This design comes from an exercise in tuning for small area on the open sky130 flow, not from production work. RTL that was checked went through simulation tests only; none was proved equivalent to the original. No driver is modelled on the clock port, so clocking that relies on it looks cheaper here than on a real chip.

==> inputs of run a <==
==> flow/design.v <==
module hex_to_decimal(
	input		CLK,
	input		RST,
	input		INP_VALID,
	input	[15:0]	INP_HEX_DATA,
	output reg [15:0] OUT_DEC_DATA
);
reg	[13:0]	bin;
reg	[15:0]	acc;
reg	[3:0]	cnt;
wire	done = (cnt == 4'd1);
function [3:0] dbl;
	input [3:0] x;
	begin
		dbl[3] = x[3] | (x[2] & (x[1] | x[0]));
		dbl[2] = (x[3] & x[0]) | (x[2] & ~x[1] & ~x[0]);
		dbl[1] = (x[1] & (~x[2] | x[0])) | (x[3] & ~x[0]);
		dbl[0] = (~x[3] & ~x[2] & x[0]) | (x[2] & x[1] & ~x[0]) | (x[3] & ~x[0]);
	end
endfunction
wire	[3:0]	a0 = dbl(acc[3:0]);
wire	[3:0]	a1 = dbl(acc[7:4]);
wire	[3:0]	a2 = dbl(acc[11:8]);
wire	[3:0]	a3 = dbl(acc[15:12]);
wire	[15:0]	step = {a3[2:0], a2[3], a2[2:0], a1[3], a1[2:0], a0[3], a0[2:0], bin[13]};
always @(posedge CLK)
begin
	if(INP_VALID)
	begin
		bin	<=	INP_HEX_DATA[13:0];
		acc	<=	{14'h0, INP_HEX_DATA[15:14]};
	end
	else
	begin
		bin	<=	{bin[12:0], INP_HEX_DATA[0]};
		acc	<=	step;
	end
end
always @(posedge CLK or posedge RST)
begin
	if(RST)
	begin
		cnt		<=	4'h0;
		OUT_DEC_DATA	<=	16'h0000;
	end
	else
	begin
		if(INP_VALID)
			cnt	<=	4'hF;
		else if(cnt != 4'h0)
			cnt	<=	cnt - 4'h1;
		if(done)
			OUT_DEC_DATA	<=	acc;
	end
end
endmodule
==> flow/run.sh <==
#!/bin/bash
# synth_recipe.tcl (not shown) runs the flow's synth.tcl, then flattens the netlist and writes it again
# the make line also repeats each setting of config.mk as NAME=value (left out here)
make -C /OpenROAD-flow-scripts/flow DESIGN_CONFIG=/design/flow/config.mk WORK_HOME=/design/flow/orfs CLKGATE_MAP_FILE= SYNTH_SCRIPT=/design/flow/synth_recipe.tcl finish
==> flow/config.mk <==
export PLATFORM = sky130hd
export DESIGN_NAME = hex_to_decimal
export DESIGN_NICKNAME = hex_to_decimal
export VERILOG_FILES = /design/flow/design.v
export SDC_FILE = /design/flow/constraint.sdc
export NUM_CORES = 4
export LEC_CHECK = 0
export CAP_MARGIN = 20
export CORE_MARGIN = 2
export CORE_UTILIZATION = 40
export SLEW_MARGIN = 20
==> flow/constraint.sdc <==
create_clock -name core_clock -period 3.0 [get_ports {CLK}]
set_input_delay 0.6000 -clock core_clock [delete_from_list [all_inputs] [get_ports {CLK}]]
set_output_delay 0.6000 -clock core_clock [all_outputs]
set_load 0.01 [all_outputs]
==> run b (differences from run a) <==
==> flow/design.v (replaced) <==
module hex_to_decimal(
	input		CLK,
	input		RST,
	input		INP_VALID,
	input	[15:0]	INP_HEX_DATA,
	output reg [15:0] OUT_DEC_DATA
);
reg	[18:0]	sr;
reg	[3:0]	cnt;
wire	done = (cnt == 4'd14);
wire	en1 = (cnt >= 4'd3);
wire	en2 = (cnt >= 4'd7);
wire	en3 = (cnt >= 4'd11);
function [3:0] dbl;
	input [3:0] x;
	input en;
	begin
		if(en)
		begin
			dbl[3] = x[3] | (x[2] & (x[1] | x[0]));
			dbl[2] = (x[3] & x[0]) | (x[2] & ~x[1] & ~x[0]);
			dbl[1] = (x[1] & (~x[2] | x[0])) | (x[3] & ~x[0]);
			dbl[0] = (~x[3] & ~x[2] & x[0]) | (x[2] & x[1] & ~x[0]) | (x[3] & ~x[0]);
		end
		else
			dbl = x;
	end
endfunction
wire	[3:0]	d0 = dbl(sr[3:0], 1'b1);
wire	[3:0]	d1 = dbl(sr[7:4], en1);
wire	[3:0]	d2 = dbl(sr[11:8], en2);
wire	[3:0]	d3 = dbl(sr[15:12], en3);
wire	[18:0]	step = {sr[17:16], d3, d2, d1, d0, sr[18]};
always @(posedge CLK)
begin
	if(INP_VALID)
		sr	<=	{INP_HEX_DATA[13:0], 3'b000, INP_HEX_DATA[15:14]};
	else
		sr	<=	step;
end
always @(posedge CLK or posedge RST)
begin
	if(RST)
	begin
		cnt		<=	4'hF;
		OUT_DEC_DATA	<=	16'h0000;
	end
	else
	begin
		if(INP_VALID)
			cnt	<=	4'h0;
		else if(cnt != 4'hF)
			cnt	<=	cnt + 4'h1;
		if(done)
			OUT_DEC_DATA	<=	sr[15:0];
	end
end
endmodule
==> flow/flow/run.sh (new file) <==
#!/bin/bash
# Standard ORFS layout, with the smallest buffer on every port and a clock tree
# without dummy loads.
set -euo pipefail
bash standard.sh \
  "BUFFER_PORTS_ARGS=-buffer_cell sky130_fd_sc_hd__buf_1" \
  "CTS_ARGS=-sink_clustering_enable -repair_clock_nets -dont_use_dummy_load -buf_list sky130_fd_sc_hd__clkbuf_8" \
  finish > make_finish.log 2>&1
==> flow/standard.sh (new file) <==
#!/bin/bash
# synth_recipe.tcl (not shown) runs the flow's synth.tcl, then flattens the netlist and writes it again
# the make line also repeats each setting of config.mk as NAME=value (left out here)
make -C /OpenROAD-flow-scripts/flow DESIGN_CONFIG=/design/flow/config.mk WORK_HOME=/design/flow/orfs CLKGATE_MAP_FILE= SYNTH_SCRIPT=/design/flow/synth_recipe.tcl "${@:-finish}"
removed: flow/run.sh
==> run c (differences from run a) <==
==> flow/design.v (replaced) <==
module hex_to_decimal(
	input		CLK,
	input		RST,
	input		INP_VALID,
	input	[15:0]	INP_HEX_DATA,
	output reg [15:0] OUT_DEC_DATA
);
reg	[18:0]	sr_n;	 
wire	[18:0]	sr = ~sr_n;
reg	[3:0]	cnt;
wire	done = &cnt;
wire	en1 = cnt[3] | cnt[2];
wire	en2 = cnt[3];
wire	en3 = cnt[3] & cnt[2];
function [3:0] dbl;
	input [3:0] x;
	input en;
	reg c;
	begin
		c = en & (x[3] | (x[2] & (x[1] | x[0])));
		dbl[3] = x[3] | c;
		dbl[2] = c ? (x[3] & x[0]) : x[2];
		dbl[1] = c ? ~(x[1] ^ x[0]) : x[1];
		dbl[0] = x[0] ^ c;
	end
endfunction
wire	[3:0]	d0 = dbl(sr[3:0], 1'b1);
wire	[3:0]	d1 = dbl(sr[7:4], en1);
wire	[3:0]	d2 = dbl(sr[11:8], en2);
wire	[3:0]	d3 = dbl(sr[15:12], en3);
wire	[18:0]	step = {sr[17:15], d3[2:0], d2, d1, d0, sr[18]};
always @(posedge CLK)
begin
	if(INP_VALID)
		sr_n	<=	~{INP_HEX_DATA[13:0], 3'b000, INP_HEX_DATA[15:14]};
	else
		sr_n	<=	~step;
end
always @(posedge CLK or posedge RST)
begin
	if(RST)
	begin
		cnt		<=	4'h0;
		OUT_DEC_DATA	<=	16'h0000;
	end
	else
	begin
		cnt[0]	<=	INP_VALID | ((|cnt[3:1]) & ~cnt[0]);
		cnt[1]	<=	~INP_VALID & (cnt[1] ^ cnt[0]);
		cnt[2]	<=	~INP_VALID & (cnt[2] ^ (cnt[1] & cnt[0]));
		cnt[3]	<=	~INP_VALID & (cnt[3] ^ (cnt[2] & cnt[1] & cnt[0]));
		if(done)
			OUT_DEC_DATA	<=	sr[15:0];
	end
end
endmodule
==> flow/flow/run.sh (new file) <==
#!/bin/bash
# The standard ORFS layout, with three changes that only save area:
#  - synthesis maps the logic with an area-oriented ABC script (flow/area.abc);
#  - every port gets the smallest buffer, sky130_fd_sc_hd__buf_1;
#  - after global placement every logic cell is swapped for the smallest cell
#    of the same function (flow/downsize.tcl); the repair steps after it fix
#    any slew, capacitance or timing this breaks;
#  - the clock tree is built without dummy loads.
# Each tool's output stays in orfs/logs/, and make's in make_*.log here.
set -euo pipefail
here=$(pwd)
export FLOW_ABC_SCRIPT=$here/flow/area.abc
export FLOW_SYNTH_TCL=$here/synth_recipe.tcl
bash standard.sh "SYNTH_SCRIPT=$here/flow/synth.tcl" synth > make_synth.log 2>&1
bash standard.sh \
  "SYNTH_SCRIPT=$here/flow/synth.tcl" \
  "BUFFER_PORTS_ARGS=-buffer_cell sky130_fd_sc_hd__buf_1" \
  "POST_GLOBAL_PLACE_TCL=$here/flow/downsize.tcl" \
  "POST_CTS_TCL=$here/flow/downsize.tcl" \
  "CTS_ARGS=-sink_clustering_enable -repair_clock_nets -dont_use_dummy_load -buf_list {sky130_fd_sc_hd__clkbuf_4 sky130_fd_sc_hd__clkbuf_8}" \
  finish > make_finish.log 2>&1
==> flow/flow/area.abc (new file) <==
strash
dch -f
map -a -D 100000
strash
dch -f
map -a -D 100000
==> flow/flow/downsize.tcl (new file) <==
# Swap every logic cell for the smallest cell with the same function; the
# repair steps that follow fix any slew, capacitance or timing this breaks.
proc my_downsize {} {
  set n 0
  foreach inst [get_cells *] {
    set lc [get_lib_cells -quiet -of_objects $inst]
    if {$lc eq "" || $lc eq "NULL"} { continue }
    set name [get_name $lc]
    if {[string match *dfxtp* $name] || [string match *df*tp* $name] || [string match *clkbuf* $name] || [string match *tap* $name]} { continue }
    set best $lc
    set best_area [get_property $lc area]
    if {![regexp {^(.*)_[0-9]+$} $name -> base]} { continue }
    foreach e [get_lib_cells */${base}_*] {
      if {![sta::equiv_cells $lc $e]} { continue }
      set en [get_name $e]
      if {[string match *lpflow* $en] || [string match *probe* $en] || [string match *clk* $en]} { continue }
      set a [get_property $e area]
      if {$a < $best_area - 1e-6} { set best $e; set best_area $a }
    }
    if {$best ne $lc} {
      replace_cell $inst $best
      incr n
    }
  }
  puts "my_downsize: resized $n cells"
}
my_downsize
==> flow/flow/synth.tcl (new file) <==
# The standard synthesis (synth_recipe.tcl), with the logic mapped by an
# area-oriented ABC script instead of ORFS's speed script, and no adder
# extraction. Registers are
# mapped before ABC runs, so they come out exactly as in the standard run.
proc abc {args} {
  set i [lsearch -exact $args -script]
  if {$i >= 0} {
    lset args [expr {$i + 1}] $::env(FLOW_ABC_SCRIPT)
  }
  yosys abc {*}$args
}
# Half and full adders are left to ABC too: extract_fa's picks are larger
# here than what ABC makes of the same logic.
proc extract_fa {args} {}
source $::env(FLOW_SYNTH_TCL)
==> flow/standard.sh (new file) <==
#!/bin/bash
# synth_recipe.tcl (not shown) runs the flow's synth.tcl, then flattens the netlist and writes it again
# the make line also repeats each setting of config.mk as NAME=value (left out here)
make -C /OpenROAD-flow-scripts/flow DESIGN_CONFIG=/design/flow/config.mk WORK_HOME=/design/flow/orfs CLKGATE_MAP_FILE= SYNTH_SCRIPT=/design/flow/synth_recipe.tcl "${@:-finish}"
removed: flow/run.sh
==> run d (differences from run a) <==
==> flow/design.v (replaced) <==
`timescale 1ns / 10ps
module hex_to_decimal(
	CLK,
	RST,
	INP_VALID,
	INP_HEX_DATA,
	OUT_DEC_DATA
);
parameter	IDLE		=	3'b000;
parameter	FIRST_SHIFT	=	3'b001;
parameter	SHIFTING	=	3'b010;
parameter	DONE		=	3'b011;
input	CLK;
input	RST;
input	INP_VALID;
input	[15:0]	INP_HEX_DATA;
output	[15:0]	OUT_DEC_DATA;
wire 	CLK;
wire	RST;
wire	INP_VALID;
wire	[15:0]	INP_HEX_DATA;
reg	[15:0]	OUT_DEC_DATA;
reg	[15:0]	local_dec_data;
reg	[15:0]	inp_data_reg;
reg	[15:0]	inp_conv_data;
reg	[2:0]	state;
reg	[3:0]	count;
always @(*)
begin
	if(inp_conv_data[3:0] > 4'h4)
		local_dec_data[3:0]	=	inp_conv_data[3:0]	+ 4'h3;
	else
		local_dec_data[3:0]	=	inp_conv_data[3:0];
	if(inp_conv_data[7:4] > 4'h4)
		local_dec_data[7:4]	=	inp_conv_data[7:4]	+ 4'h3;
	else
		local_dec_data[7:4]	=	inp_conv_data[7:4];
	if(inp_conv_data[11:8] > 4'h4)
		local_dec_data[11:8]	=	inp_conv_data[11:8]	+ 4'h3;
	else
		local_dec_data[11:8]	=	inp_conv_data[11:8];
	if(inp_conv_data[15:12] > 4'h4)
		local_dec_data[15:12]	=	inp_conv_data[15:12]	+ 4'h3;
	else
		local_dec_data[15:12]	=	inp_conv_data[15:12];
end
always @(posedge CLK or posedge RST)
begin
	if(RST)
	begin
		OUT_DEC_DATA	<=	16'h0000;
		inp_conv_data	<=	16'h0000;
		state		<=	3'b000;
		count		<=	4'h0;
	end
	else
	begin
		case(state)
			IDLE:
			begin
				if(INP_VALID)
					state		<=	FIRST_SHIFT;
				else
					state		<=	IDLE;
				count			<=	4'hF;
			end
			FIRST_SHIFT:
			begin
				if(INP_VALID)
					state		<=	FIRST_SHIFT;
				else
				begin
					inp_conv_data	<=	{13'h0, inp_data_reg[15:13]};		
					count		<=	4'hC;
					state		<=	SHIFTING;
				end
			end
			SHIFTING:
			begin
				if(INP_VALID)
					state		<=	FIRST_SHIFT;
				else
				begin
					inp_conv_data	<=	{local_dec_data[14:0], inp_data_reg[count]};		
					count		<=	count - 4'h1;
					if(count	==	0)
						state	<=	DONE;
					else
						state	<=	SHIFTING;
				end
			end
			DONE:
			begin
				OUT_DEC_DATA		<=	inp_conv_data;
				if(INP_VALID)
					state		<=	FIRST_SHIFT;
				else
					state		<=	IDLE;
			end
			default:	state		<=	IDLE;
		endcase
	end
end
always @(posedge CLK or posedge RST)
begin
	if(RST)
	begin
		inp_data_reg	<=	16'h0000;
	end
	else
	begin
		if(INP_VALID)
			inp_data_reg	<=	INP_HEX_DATA;
		else
			inp_data_reg	<=	inp_data_reg;
	end
end
endmodule
==> impl_metrics.json <==
{
  "status": "no timing/DRC/antenna violations",
  "multi_input_area_share_pct": 38.21,
  "reg2reg_slack_ns": 1.30,
  "syn_inst": 167,
  "fin_cells": 251,
  "cts.sinks": 39,
  "max_freq_ghz": 0.5870,
  "max_slew_margin_pct": 47.97,
  "grt_pass1_wl_um": 5492,
  "synth_nets": 188,
  "synth_top_family_by_area": "compound AO/OA/AOI/OAI gates",
  "power_sequential_uw": 609,
  "dpl.hpwl_um": 2329,
  "die_w_um": 70.72,
  "taps": 52
}
the above is filed under run b

==> impl_metrics.json <==
{
  "status": "no timing/DRC/antenna violations",
  "cts.sinks": 50,
  "dpl.hpwl_um": 2202,
  "synth_top_family_by_area": "multiplexers",
  "grt_pass1_wl_um": 5313,
  "reg2reg_slack_ns": 1.09,
  "max_slew_margin_pct": 42.98,
  "multi_input_area_share_pct": 29.69,
  "power_sequential_uw": 717,
  "taps": 52,
  "die_w_um": 72.68,
  "synth_nets": 179,
  "internal_power_uw": 1021,
  "syn_inst": 157
}
the above is filed under run a

==> impl_metrics.json <==
{
  "cts.sinks": 54,
  "fin_cells": 329,
  "taps": 77,
  "status": "no timing/DRC/antenna violations",
  "multi_input_area_share_pct": 35.72,
  "reg2reg_slack_ns": 1.15,
  "power_sequential_uw": 1080,
  "grt_pass1_wl_um": 8487,
  "die_w_um": 84.70,
  "syn_inst": 218
}
the above is filed under run d

==> impl_metrics.json <==
{
  "power_sequential_uw": 603,
  "grt_pass1_wl_um": 4947,
  "synth_nets": 181,
  "multi_input_area_share_pct": 30.41,
  "synth_top_family_by_area": "compound AO/OA/AOI/OAI gates",
  "reg2reg_slack_ns": 0.83,
  "die_w_um": 63.87,
  "taps": 46,
  "status": "no timing/DRC/antenna violations",
  "max_freq_ghz": 0.4611,
  "cts.sinks": 39,
  "syn_inst": 162
}
the above is filed under run c

Only the layout flow was run in run b; the RTL was not checked for function there.

## separate check: timing with driven ports
How much do the figures lean on ideal ports? The routed layouts below were timed once more, with nothing changed but the port constraints.
Step 1: set_driving_cell puts a clkbuf_16 on CLK and a buf_2 on each other input, an assumption about the parent block.
Step 2 times the ports against the registers' clock, not the clock port: input delays grow and output delays shrink by t, the midpoint of the rising clock arrivals with the driver on.
Three values: ideal, step 1, step 2; two values: the first two.
| run | t (ns) | setup slack, ns | worst setup path at the end | clock arrival spread, ns |
|---|---|---|---|---|
| run a | 0.317 | 1.095 / 1.095 / 0.784 | input to register | 0.010 / 0.010 |
| run b | 0.307 | 1.296 / 1.296 / 1.121 | input to register | 0.017 / 0.017 |
| run c | 0.354 | 0.831 / 0.831 / 0.610 | input to register | 0.005 / 0.004 |
| run d | 0.330 | 1.153 / 1.153 / 0.902 | input to register | 0.010 / 0.010 |
After both steps setup and hold are still met in every run listed. The setup slack of run a, which loses most, moves by 0.000 ns with the drivers and by -0.311 ns with both steps.
